This is an optimization exercise on Yosys and OpenROAD, whose aim is small area, not a production implementation. Function was checked by simulation only, so behaviour that the tests miss may differ from the original. The clock cells of run 2 come from the design's own scripts or RTL, not from TritonCTS. The flow treats the clock pin as an ideal source. Dropping or thinning the clock tree relies on that and would not hold on a real chip. Power is estimated from default activity; no workload was simulated.

===== flow/design.v =====
module mcbsp_ao22(input a, input x, input b, input y, output o);
	assign o = (a & x) | (b & y);
endmodule
module mcbsp_ha(input a, input b, output s, output c);
	assign s = a ^ b;
	assign c = a & b;
endmodule
module mcasp_slaver(
					input clk,
					input rst,
					input dr,
					input fsx,
					input clkx,
					input transform_en,
					output reg rx_ready,
					output reg [31:0] rx_data_out,
					output [11:0] data_cnt,
					output reg read_fh_num_en,
					output fsx_risingedge
);
reg fsx_r0, fsx_r2;
reg fsx_r1;
always @(posedge clk or posedge rst)
	if (rst) begin
		fsx_r0 <= 1'b0;
		fsx_r2 <= 1'b0;
	end else begin
		fsx_r0 <= fsx;
		fsx_r2 <= fsx_r1;
	end
always @(posedge clk)
	fsx_r1 <= fsx_r0;
assign fsx_risingedge = fsx_r2 & fsx_r1 & ~fsx_r0;
reg [1:0] clkx_lo;
reg [5:2] clkx_hi;
always @(posedge clk or posedge rst)
	if (rst)
		clkx_lo <= 2'b00;
	else
		clkx_lo <= {clkx_lo[0], clkx};
always @(posedge clk)
	clkx_hi <= {clkx_hi[4:2], clkx_lo[1]};
wire clkx_risingedge = ~clkx_hi[5] & clkx_hi[4];
reg st_data, st_end;
reg [4:0] up_cnt;           
reg [9:0] cnt;              
assign data_cnt = {2'b00, cnt};
wire edge_d = st_data & clkx_risingedge;    
wire hold_d = st_data & ~clkx_risingedge;   
wire step   = edge_d & transform_en;        
wire [5:0] uc;
wire [4:0] up_nxt;
assign uc[0] = step;
genvar gi;
generate
	for (gi = 0; gi < 5; gi = gi + 1) begin : g_up
		mcbsp_ha u_ha (.a(up_cnt[gi]), .b(uc[gi]), .s(up_nxt[gi]), .c(uc[gi+1]));
	end
endgenerate
wire word_end = uc[5];
wire first_bit = ~|up_cnt;            
wire [10:0] cc;
wire [9:0] cnt_inc;
assign cc[0] = word_end;
generate
	for (gi = 0; gi < 10; gi = gi + 1) begin : g_cnt
		mcbsp_ha u_ha (.a(cnt[gi]), .b(cc[gi]), .s(cnt_inc[gi]), .c(cc[gi+1]));
	end
endgenerate
wire cnt_top = cnt[9] & cnt[7] & cnt[6] & cnt[4];    
wire wrap    = word_end & cnt_top;
wire [9:0] cnt_nxt = cnt_inc & ~({10{wrap}} & 10'b1011010001);
always @(posedge clk or posedge rst)
	if (rst) begin
		st_data <= 1'b0;
		st_end <= 1'b0;
		up_cnt <= 5'd0;
		cnt <= 10'd0;
		rx_ready <= 1'b0;
		read_fh_num_en <= 1'b0;
	end else begin
		st_end <= wrap;
		st_data <= transform_en & ~wrap & (st_data | (~st_end & fsx_risingedge));
		up_cnt <= up_nxt;
		cnt <= cnt_nxt;
		rx_ready <= word_end | (rx_ready & ~(step | st_end));
		read_fh_num_en <= wrap | ~(st_data | (transform_en & ~st_end));
	end
reg [31:0] sreg;
wire [31:0] sreg_nxt;
wire [31:0] sreg_in = {sreg[30:0], dr};
generate
	for (gi = 0; gi < 32; gi = gi + 1) begin : g_sreg
		mcbsp_ao22 u_ao (.a(edge_d), .x(sreg_in[gi]), .b(hold_d), .y(sreg[gi]), .o(sreg_nxt[gi]));
	end
endgenerate
always @(posedge clk)
	sreg <= sreg_nxt;
wire ld  = edge_d & first_bit;
wire nld = ~ld;
wire [31:0] out_nxt;
generate
	for (gi = 0; gi < 32; gi = gi + 1) begin : g_out
		mcbsp_ao22 u_ao (.a(ld), .x(sreg[gi]), .b(nld), .y(rx_data_out[gi]), .o(out_nxt[gi]));
	end
endgenerate
always @(posedge clk or posedge rst)
	if (rst)
		rx_data_out <= 32'd0;
	else
		rx_data_out <= out_nxt;
endmodule

===== flow/config.mk =====
export PLATFORM = sky130hd
export DESIGN_NAME = mcasp_slaver
export DESIGN_NICKNAME = mcasp_slaver
export VERILOG_FILES = /design/flow/design.v
export SDC_FILE = /design/flow/constraint.sdc
export NUM_CORES = 4
export LEC_CHECK = 0
export CAP_MARGIN = 20
export CORE_MARGIN = 2
export CORE_UTILIZATION = 40
export PLACE_DENSITY = 0.6
export SLEW_MARGIN = 20
export SYNTH_HIERARCHICAL = 1

===== flow/constraint.sdc =====
create_clock -name core_clock -period 5.0 [get_ports {clk}]
set_input_delay 1.0000 -clock core_clock [delete_from_list [all_inputs] [get_ports {clk}]]
set_output_delay 1.0000 -clock core_clock [all_outputs]
set_load 0.01 [all_outputs]

===== flow/flow/run.sh =====
#!/bin/bash
export BUFFER_PORTS_ARGS="-buffer_cell sky130_fd_sc_hd__buf_1"
export CTS_ARGS="-sink_clustering_enable -repair_clock_nets -dont_use_dummy_load -buf_list sky130_fd_sc_hd__clkbuf_16"
bash standard.sh > standard.log 2>&1

===== flow/standard.sh =====
#!/bin/bash
# synth_recipe.tcl (not shown) runs the flow's synth.tcl, then flattens the netlist and writes it again
# the make line also repeats each setting of config.mk as NAME=value (left out here)
make -C /OpenROAD-flow-scripts/flow DESIGN_CONFIG=/design/flow/config.mk WORK_HOME=/design/flow/orfs CLKGATE_MAP_FILE= SYNTH_SCRIPT=/design/flow/synth_recipe.tcl "${@:-finish}"

==> impl_metrics.ini, run 1 <==
[min_path]
hp-class = reg -> reg
min_to = clkx_hi[3]$_DFF_P_
whs_path_depth = 0
hp-start = clkx_hi[2]$_DFF_P_

[clocking]
clkLatencyLatePin_ps = 340
ctsHtreeMaxLevel = 3
cts_resized = 0
cts_buffer_depth = 2
hold_buffers = 0
cts_setup_buffers = 0
root_buffer = clkbuf_16
cts_tree = done
clkTransAtPathRegs_ps = 50
numCtsBuffers = 9
clock-sinks = 92

[power]
p_leak_uw = 0.00169
p_switching_uw = 268
p_clk_share_pct = 40.6
p_int_uw = 1080
p_sw_share_pct = 19.8
irDropWorstVdd_v = 0.000147
p_seq_share_pct = 56.3
cellPowerDensity_nw_per_um2 = 374
p_comb_share_pct = 3.1

[floorplan]
coreArea_sq_um = 7330
fp.dieH_um = 91.5
pin_count = 53
rows = 31
die-area_sq_um = 8370
initial_utilization_pct = 41.7
die-width_um = 91.5

[worst_setup_path]
cp.arrival_ps = 4280
crit_path_max_incr_delay_ps = 260
cp.required_ps = 5180
crit_buf_inv = 1
critPathLaunchType = primary input
worstSetupPathType = in -> reg
worstReg2RegEnd = cnt[9]$_DFF_PP0_
reg2reg_depth = 17
path_delay_family = adder cells
reg2reg_setup_slack_ps = 1280
path_common_cell = ha_1
timing.rr.start = st_data$_DFF_PP0_
end_kind = register
slowest_stage = ha_1
worstPathCellList = buf_1, and4b_1, ha_1, ha_1, ha_1, ha_1, ha_1, ha_1, ha_1, ha_1, ha_1, ha_1, ha_1, ha_1, ha_1, ha_1, ha_1, a21boi_0
cp_max_fo = 3

[grt]
grt_pass1_vias = 1856
track_usage_pct = 14.1
antenna_found_initial = 0
grt_max_degree = 56
overflow = 0
grt_pass1_wl_um = 9290

[cells_and_area]
final_cell_mix = 65 x a22o_1, 55 x dfrtp_1, 50 x buf_1
syn_to_final_growth_pct = 18.1
final_common_cell = a22o_1
layout-drive-gt1-share_pct = 6.51
antennaDiodeCount = 0
utilization_pct = 49.3
final_nets = 284

[placement]
gp_congestion = 0.677
port_buffers = 50
dp_hpwl_um = 3330

[sta]
tns_ps = 0
tightest_slew_ps = 967
finalSetupViolations = 0
slew_viol_final = 0
max_slew_margin_pct = 35.4
rsz0062_at_grt = false
fmax_ghz = 0.244
fin_crit_sh_pct = 81.9
period_needed_ps = 4100
fin_worst_skew_ps = 26.6
hold_viol_final = 0

[yosys]
yosys_warnings = 7
yosysSeqAreaShare_pct = 69.2
syn_area_per_cell_sq_um = 15.2
syn_area_sq_um = 3060
synth_top_area_share_pct = 45.0
synth_cell_types = 23
syn_inst = 201
synth_seq_cells = 92
synth_area_leaders = dfrtp_1 45%, dfxtp_1 24%, a22o_1 19%, ha_1 6.1%, a21boi_0 1.2%
synth_top_area_cell = dfrtp_1

[detailed_routing]
avgViaCountPerCell = 5.23
vias = 1881
drcViolationCount = 0
first_iter_violations = 80
wl_um = 5500
wire_per_inst_um = 15.3
ant_nets = 0
drtPass1Iterations = 4

[status]
status = finished clean

[run]
drv_cap = 0
[per-module statistics from Yosys, one instance, submodules excluded]
module | area [sq um] | flip-flops and latches | cells
mcbsp_ao22 | 8.76 | 0 | 1
mcasp_slaver | 2310 | 92 | 122
mcbsp_ha | 12.5 | 0 | 1
[area by class of cell]
type                       count  area (sq um)
tap                           99           124
multi-input combinational    102           920
clock buffer                   9           225
timing repair buffer          53           210
inverter                       5          18.8
fill                         647          3720
sequential                    92          2120
[through the flow]
stage	hold slack (ps)	cells	cell area [sq um]	power (uW)	worst slack (ps)
2_1_floorplan	310	202	3060	803	890
3_3_place_gp	313	351	3390	819	678
3_5_place_dp	315	351	3390	820	553
4_1_cts	326	360	3610	1370	881
5_1_grt	343	360	3610	1410	687
6_report	324	360	3610	1350	904
[power groups by stage]
| stage | logic [uW] | clock network [uW] | registers [uW] |
|---|---|---|---|
| floorplan | 28.3 | 0 | 775 |
| global placement | 43.8 | 0 | 776 |
| detailed placement | 44.2 | 0 | 776 |
| CTS | 44.1 | 564 | 761 |
| global route | 48.8 | 597 | 763 |
| finish | 42.5 | 549 | 761 |
[flip-flops by register name (all words and copies together) (netlist names), 2 cells and up]
register	cells
clkx_hi	4
clkx_lo	2
cnt	10
rx_data_out	32
sreg	32
up_cnt	5
[Yosys cell counts]
master	n
a21boi_0	5
a21oi_1	1
a221oi_1	1
a22o_1	65
and2_1	1
and4_1	1
and4b_1	1
buf_4	2
clkbuf_1	1
conb_1	1
dfrtp_1	55
dfxtp_1	37
ha_1	15
inv_1	5
nand2_1	1
nand2b_1	2
nand3b_1	1
nand4bb_1	1
nor2_1	1
nor3_1	1
o21bai_1	1
or3_1	1
or4_4	1
[routing by layer]
| layer | GRT usage [%] | part of all wire [%] | up-vias |
|---|---|---|---|
| met4 | 6.06 | 1.3 | 0 |
| met2 | 21.6 | 46 | 35 |
| li1 | - | - | 896 |
| met1 | 19.1 | 50 | 943 |
| met3 | 3.24 | 3.5 | 7 |
| met5 | 0 | 0 | - |
[worst max-delay path by stage]
stage,endpoint,start,cells past startpoint,slack (ps)
detailed placement,cnt[9]$_DFF_PP0_,transform_en,18,550
global route,cnt[9]$_DFF_PP0_,transform_en,18,690
floorplan,cnt[9]$_DFF_PP0_,transform_en,17,890
CTS,cnt[9]$_DFF_PP0_,transform_en,18,880
finish,cnt[9]$_DFF_PP0_,transform_en,18,900
global placement,cnt[9]$_DFF_PP0_,transform_en,18,680
[kinds of logic (layout without fill, tap and decap cells)]
family | after synthesis | in the layout | share of synthesized area (%)
AO/OA/AOI/OAI | 73 | 73 | 20.5
other | 1 | 2 | 0.123
flip-flops | 92 | 92 | 69.2
adder cells (fa/ha/maj) | 15 | 15 | 6.13
AND/OR/NAND/NOR | 12 | 12 | 2.82
buffers and inverters | 8 | 67 | 1.23
[worst register-to-register path, stage by stage, from the launching register on]
cell and delay, ps:
dfrtp_1 390, and4b_1 230, ha_1 180, ha_1 190, ha_1 180, ha_1 180, ha_1 220, ha_1 200
ha_1 180, ha_1 170, ha_1 180, ha_1 180, ha_1 180, ha_1 190, ha_1 190, ha_1 180
ha_1 260, a21boi_0 120
==> inputs of run 2 (changes only) <==
==> flow/flow/run.sh (replaced) <==
#!/bin/bash
here=$(pwd)
export BUFFER_PORTS_ARGS="-buffer_cell sky130_fd_sc_hd__buf_1"
export PRE_CTS_TCL=$here/flow/clock_tree.tcl
export CLK_BUF=${CLK_BUF:-sky130_fd_sc_hd__clkbuf_8}
export CLK_GROUPS=${CLK_GROUPS:-4}
export CLK_BUF_LADDER=${CLK_BUF_LADDER:-"sky130_fd_sc_hd__clkbuf_8 sky130_fd_sc_hd__buf_8 sky130_fd_sc_hd__buf_12 sky130_fd_sc_hd__clkbuf_16"}
export POST_CTS_TCL=$here/flow/clock_size.tcl
export CLK_SLEW_LIMIT=${CLK_SLEW_LIMIT:-0.118}
bash standard.sh > standard.log 2>&1
==> flow/flow/clock_size.tcl (new file) <==
# After cts.tcl's placement and repair: give each clock group buffer the
# smallest cell of CLK_BUF_LADDER whose estimated clock-pin slew is at most
# CLK_SLEW_LIMIT (ns), then legalize again.
set block [ord::get_db_block]
set db [ord::get_db]
set limit $::env(CLK_SLEW_LIMIT)
set_propagated_clock [all_clocks]
proc grp_slew {j} {
  set w 0
  foreach p [get_pins -of_objects [get_nets clk_grp_$j]] {
    set s [get_property $p slew_max]
    if {$s > $w} { set w $s }
  }
  return $w
}
for {set j 0} {$j < $::env(CLK_GROUPS)} {incr j} {
  set inst [$block findInst "clkbuf_grp_$j"]
  foreach m $::env(CLK_BUF_LADDER) {
    $inst swapMaster [$db findMaster $m]
    estimate_parasitics -placement
    set w [grp_slew $j]
    puts "clock_size.tcl: group $j $m estimated slew $w"
    if {$w <= $limit} { break }
  }
}
unset_propagated_clock [all_clocks]
detailed_placement
check_placement -verbose
estimate_parasitics -placement
==> flow/flow/clock_tree.tcl (new file) <==
# Clock tree made here instead of by clock_tree_synthesis: the flip-flops
# are split into CLK_GROUPS clusters by position (k-means), and each
# cluster is driven by one CLK_BUF buffer placed at its centre, fed
# straight from the clock port. The buffers are legalized by the detailed
# placement that cts.tcl runs next.
set clk_buf $::env(CLK_BUF)
set k $::env(CLK_GROUPS)
set block [ord::get_db_block]
set db [ord::get_db]
set master [$db findMaster $clk_buf]
set clk_net [$block findNet clk]

set sinks {}
foreach it [$clk_net getITerms] {
  lappend sinks $it
}
set n [llength $sinks]
puts "clock_tree.tcl: $n sinks, $k groups of $clk_buf"

# sink positions
set xs {}
set ys {}
foreach it $sinks {
  set inst [$it getInst]
  set bb [$inst getBBox]
  lappend xs [expr {([$bb xMin] + [$bb xMax]) / 2.0}]
  lappend ys [expr {([$bb yMin] + [$bb yMax]) / 2.0}]
}

# initial centres: spread along the longer side of the sinks' bounding box
set xmin [tcl::mathfunc::min {*}$xs]
set xmax [tcl::mathfunc::max {*}$xs]
set ymin [tcl::mathfunc::min {*}$ys]
set ymax [tcl::mathfunc::max {*}$ys]
set cx {}
set cy {}
if {$k == 4} {
  foreach fx {0.25 0.75} {
    foreach fy {0.25 0.75} {
      lappend cx [expr {$xmin + $fx * ($xmax - $xmin)}]
      lappend cy [expr {$ymin + $fy * ($ymax - $ymin)}]
    }
  }
} else {
  for {set j 0} {$j < $k} {incr j} {
    set f [expr {($j + 0.5) / $k}]
    if {($xmax - $xmin) >= ($ymax - $ymin)} {
      lappend cx [expr {$xmin + $f * ($xmax - $xmin)}]
      lappend cy [expr {($ymin + $ymax) / 2.0}]
    } else {
      lappend cx [expr {($xmin + $xmax) / 2.0}]
      lappend cy [expr {$ymin + $f * ($ymax - $ymin)}]
    }
  }
}

# balanced k-means: each group holds at most ceil(n / k) sinks
set cap [expr {($n + $k - 1) / $k}]
for {set iter 0} {$iter < 50} {incr iter} {
  # all (distance, sink, group) pairs, nearest first
  set pairs {}
  for {set i 0} {$i < $n} {incr i} {
    for {set j 0} {$j < $k} {incr j} {
      set d [expr {abs([lindex $xs $i] - [lindex $cx $j]) + abs([lindex $ys $i] - [lindex $cy $j])}]
      lappend pairs [list $d $i $j]
    }
  }
  set pairs [lsort -real -index 0 $pairs]
  set assign [lrepeat $n -1]
  set count [lrepeat $k 0]
  foreach p $pairs {
    lassign $p d i j
    if {[lindex $assign $i] >= 0} { continue }
    if {[lindex $count $j] >= $cap} { continue }
    lset assign $i $j
    lset count $j [expr {[lindex $count $j] + 1}]
  }
  set ncx {}
  set ncy {}
  for {set j 0} {$j < $k} {incr j} {
    set sx 0.0
    set sy 0.0
    set m 0
    for {set i 0} {$i < $n} {incr i} {
      if {[lindex $assign $i] == $j} {
        set sx [expr {$sx + [lindex $xs $i]}]
        set sy [expr {$sy + [lindex $ys $i]}]
        incr m
      }
    }
    if {$m > 0} {
      lappend ncx [expr {$sx / $m}]
      lappend ncy [expr {$sy / $m}]
    } else {
      lappend ncx [lindex $cx $j]
      lappend ncy [lindex $cy $j]
    }
  }
  set cx $ncx
  set cy $ncy
}

for {set j 0} {$j < $k} {incr j} {
  set inst [odb::dbInst_create $block $master "clkbuf_grp_$j"]
  set net [odb::dbNet_create $block "clk_grp_$j"]
  $net setSigType CLOCK
  set w [$master getWidth]
  set h [$master getHeight]
  $inst setLocation [expr {int([lindex $cx $j] - $w / 2)}] [expr {int([lindex $cy $j] - $h / 2)}]
  $inst setPlacementStatus PLACED
  [$inst findITerm A] connect $clk_net
  [$inst findITerm X] connect $net
  set m 0
  for {set i 0} {$i < $n} {incr i} {
    if {[lindex $assign $i] == $j} {
      set it [lindex $sinks $i]
      $it disconnect
      $it connect $net
      incr m
    }
  }
  puts "clock_tree.tcl: group $j at ([lindex $cx $j], [lindex $cy $j]) drives $m sinks"
}
global_connect

# clock_tree_synthesis is replaced by the tree above
proc clock_tree_synthesis {args} {
  puts "clock_tree.tcl: clock_tree_synthesis skipped"
}
--- a/flow/config.mk
+++ b/flow/config.mk
@@ -7,7 +7,7 @@
 export LEC_CHECK = 0
 export CAP_MARGIN = 20
 export CORE_MARGIN = 2
-export CORE_UTILIZATION = 40
-export PLACE_DENSITY = 0.6
+export CORE_UTILIZATION = 65
+export PLACE_DENSITY = 0.75
 export SLEW_MARGIN = 20
 export SYNTH_HIERARCHICAL = 1
==> run 2 against run 1 <==
Net effect: still clean; sequential cell count stayed put; cell area is 6.2% lower; first-iteration DRC count is 43% higher; sequential share of layout area is 3.9 points higher; die area is 37% lower; synthesized cell count stayed put; critical endpoint unchanged; largest power group unchanged; highest routed layer unchanged.
==> impl_metrics.ini, run 2 <==
[yosys]
yosysMostFrequentCell = a22o_1
yosys_warnings = 7
syn_area_per_cell_sq_um = 15.2
async_flop_share_pct = 59.8
syn_area_sq_um = 3060
synth_edf_count = 0
synth_top_area_cell = dfrtp_1
synth_flop_cell = dfrtp_1
synth_seq_cells = 92
synth_area_leaders = dfrtp_1 45%, dfxtp_1 24%, a22o_1 19%, ha_1 6.1%, a21boi_0 1.2%
synth_cell_types = 23
yosysSeqAreaShare_pct = 69.2
synth_top_area_share_pct = 45.0
synth_common_cells = 65 x a22o_1, 55 x dfrtp_1, 37 x dfxtp_1
syn_inst = 201

[floorplan]
rows = 24
die-area_sq_um = 5270
fp.dieH_um = 72.6
coreArea_sq_um = 4440
die-width_um = 72.6
pin_count = 53
initial_utilization_pct = 68.9

[clocking]
clkLatencyLatePin_ps = 140
clkTransAtPathRegs_ps = 110

[sta]
fin_worst_skew_ps = 11.6
hold_viol_final = 0
finalSetupViolations = 0
fmax_ghz = 0.234
slew_viol_final = 0
tns_ps = 0
fin_crit_sh_pct = 85.5
rsz0062_at_grt = false
tightest_slew_ps = 951
hold_slack_ps = 354
period_needed_ps = 4270
setup_ws_ps = 727
max_slew_margin_pct = 36.6

[worst_setup_path]
worstReg2RegEnd = cnt[9]$_DFF_PP0_
timing.rr.start = st_data$_DFF_PP0_
cp.arrival_ps = 4280
slowest_stage = ha_1
end_kind = register
worstPathCellList = buf_1, and4b_1, ha_1, ha_1, ha_1, ha_1, ha_1, ha_1, ha_1, ha_1, ha_1, ha_1, ha_1, ha_1, ha_1, ha_1, ha_1, a21boi_0
critPathLaunchType = primary input
reg2reg_setup_slack_ps = 1240
cp.required_ps = 5000
crit_path_max_incr_delay_ps = 270
path_common_cell = ha_1
path_delay_family = adder cells
reg2reg_depth = 17
crit_buf_inv = 1
worstSetupPathType = in -> reg
cp_max_fo = 3

[cells_and_area]
antennaDiodeCount = 0
final_nets = 278
final_area_sq_um = 3390
final-instance-count-excl-fill = 307
fillers = 307
syn_to_final_growth_pct = 10.8
final_common_cell = a22o_1
final_cell_mix = 65 x a22o_1, 55 x dfrtp_1, 50 x buf_1
reg_top3 = rx_data_out: 32 flops, sreg: 32 flops, cnt: 10 flops
layout-drive-gt1-share_pct = 4.31

[placement]
port_buffers = 50
placed_cell_area_sq_um = 3320
dpl_worst_slack_ps = 569
dp_hpwl_um = 3400
gp_congestion = 0.748
dp.cells = 303

[status]
status = finished clean

[detailed_routing]
wl_met1_um = 2530
dr_wl_met3_um = 246
top_layer_used = met4
vias = 1905
wl_um = 5360
ant_nets = 0
wire_per_inst_um = 17.5
drcViolationCount = 0
first_iter_violations = 114
route.met2.wl_um = 2540
avgViaCountPerCell = 6.21
drtPass1Iterations = 4

[min_path]
min_to = clkx_hi[4]$_DFF_P_
whs_path_depth = 0
hp-class = reg -> reg
hp-start = clkx_hi[3]$_DFF_P_

[run]
drv_cap = 0

[grt]
grt_pass1_wl_um = 8960
grt_max_degree = 56
overflow = 0
antenna_found_initial = 0
grt_pass1_vias = 1852
track_usage_pct = 20.8

[power]
irDropWorstVdd_v = 0.000306
p_leak_uw = 0.00161
cellPowerDensity_nw_per_um2 = 318
## run 2: logic make-up after synthesis
kind of cell    Yosys count  synth area share [%]
other cells               1                 0.123
simple gates             12                  2.82
compound gates           73                  20.5
fa+ha+maj                15                  6.13
flops                    92                  69.2
buf+inv                   8                  1.23
## run 2: modules after synthesis, one instance, submodules excluded
module / cells inside / cell area (sq um) / flops+latches / times used
mcasp_slaver: 122 / 2310 / 92 / 1
mcbsp_ha: 1 / 12.5 / 0 / 15
mcbsp_ao22: 1 / 8.76 / 0 / 64
## run 2: how the worst max path moves through the flow
stage                  from          endpoint  cells past startpoint
2_1_floorplan  transform_en  cnt[9]$_DFF_PP0_                     17
3_3_place_gp   transform_en  cnt[9]$_DFF_PP0_                     18
3_5_place_dp   transform_en  cnt[9]$_DFF_PP0_                     18
5_1_grt        transform_en  cnt[9]$_DFF_PP0_                     18
6_report       transform_en  cnt[9]$_DFF_PP0_                     18
## run 2: metal layers
layer | track usage [%] | vias to the layer above
met3 | 2.07 | 4
met2 | 34.3 | 56
met4 | 1.65 | 0
li1 | - | 876
met5 | 0 | -
met1 | 31.8 | 969
## run 2: layout make-up
class / instances / area (sq um) / area share [%]
plain buffers: 4 / 65.1 / 1.92
inverters: 5 / 20.0 / 0.591
flip-flops and latches: 92 / 2120 / 62.5
well taps: 52 / 65.1 / 1.92
multi-input cells: 102 / 920 / 27.1
repair buffers: 52 / 203 / 5.98
## run 2: stage by stage
step | total power (uW) | util [%]
after floorplan | 803 | -
after global placement | 816 | 74.7
after global routing | 1110 | 76.3
final | 1080 | 76.3
after detailed placement | 820 | 74.7
## run 2: where the power goes
group	internal [uW]	leakage (uW)	switching (uW)
sequential	752	0.00105	8.33
clock	102	0.0000317	173
combinational	13.9	0.000526	28.6

==> separate check: timing with driven ports <==
No port has a modelled driver above. Below, the same layouts with a new extraction and two added sets of constraints. Step 1: set_driving_cell puts a clkbuf_16 on clk and a buf_2 on each other input, an assumption about the parent block. Step 2 moves the port delays by t, midway between the first and last clock arrival at a register: inputs arrive t later, outputs are due t later. That takes back most of the time a late clock gives input paths. a / b / c = ideal / step 1 / step 2; a / b = the first two.
run | t (ns) | setup WS [ns] | slew at the worst register clock pin (ns) | worst slew at a driven data input, ns
run 1 | 0.355 | 0.904 / 0.917 / 0.562 | 0.07 / 0.07 | 0.03
run 2 | 0.203 | 0.727 / 0.771 / 0.568 | 0.11 / 0.11 | 0.04
After both steps setup and hold are still met in every run listed. The setup slack of run 1, which loses most, moves by +0.013 ns with the drivers and by -0.342 ns with both steps.
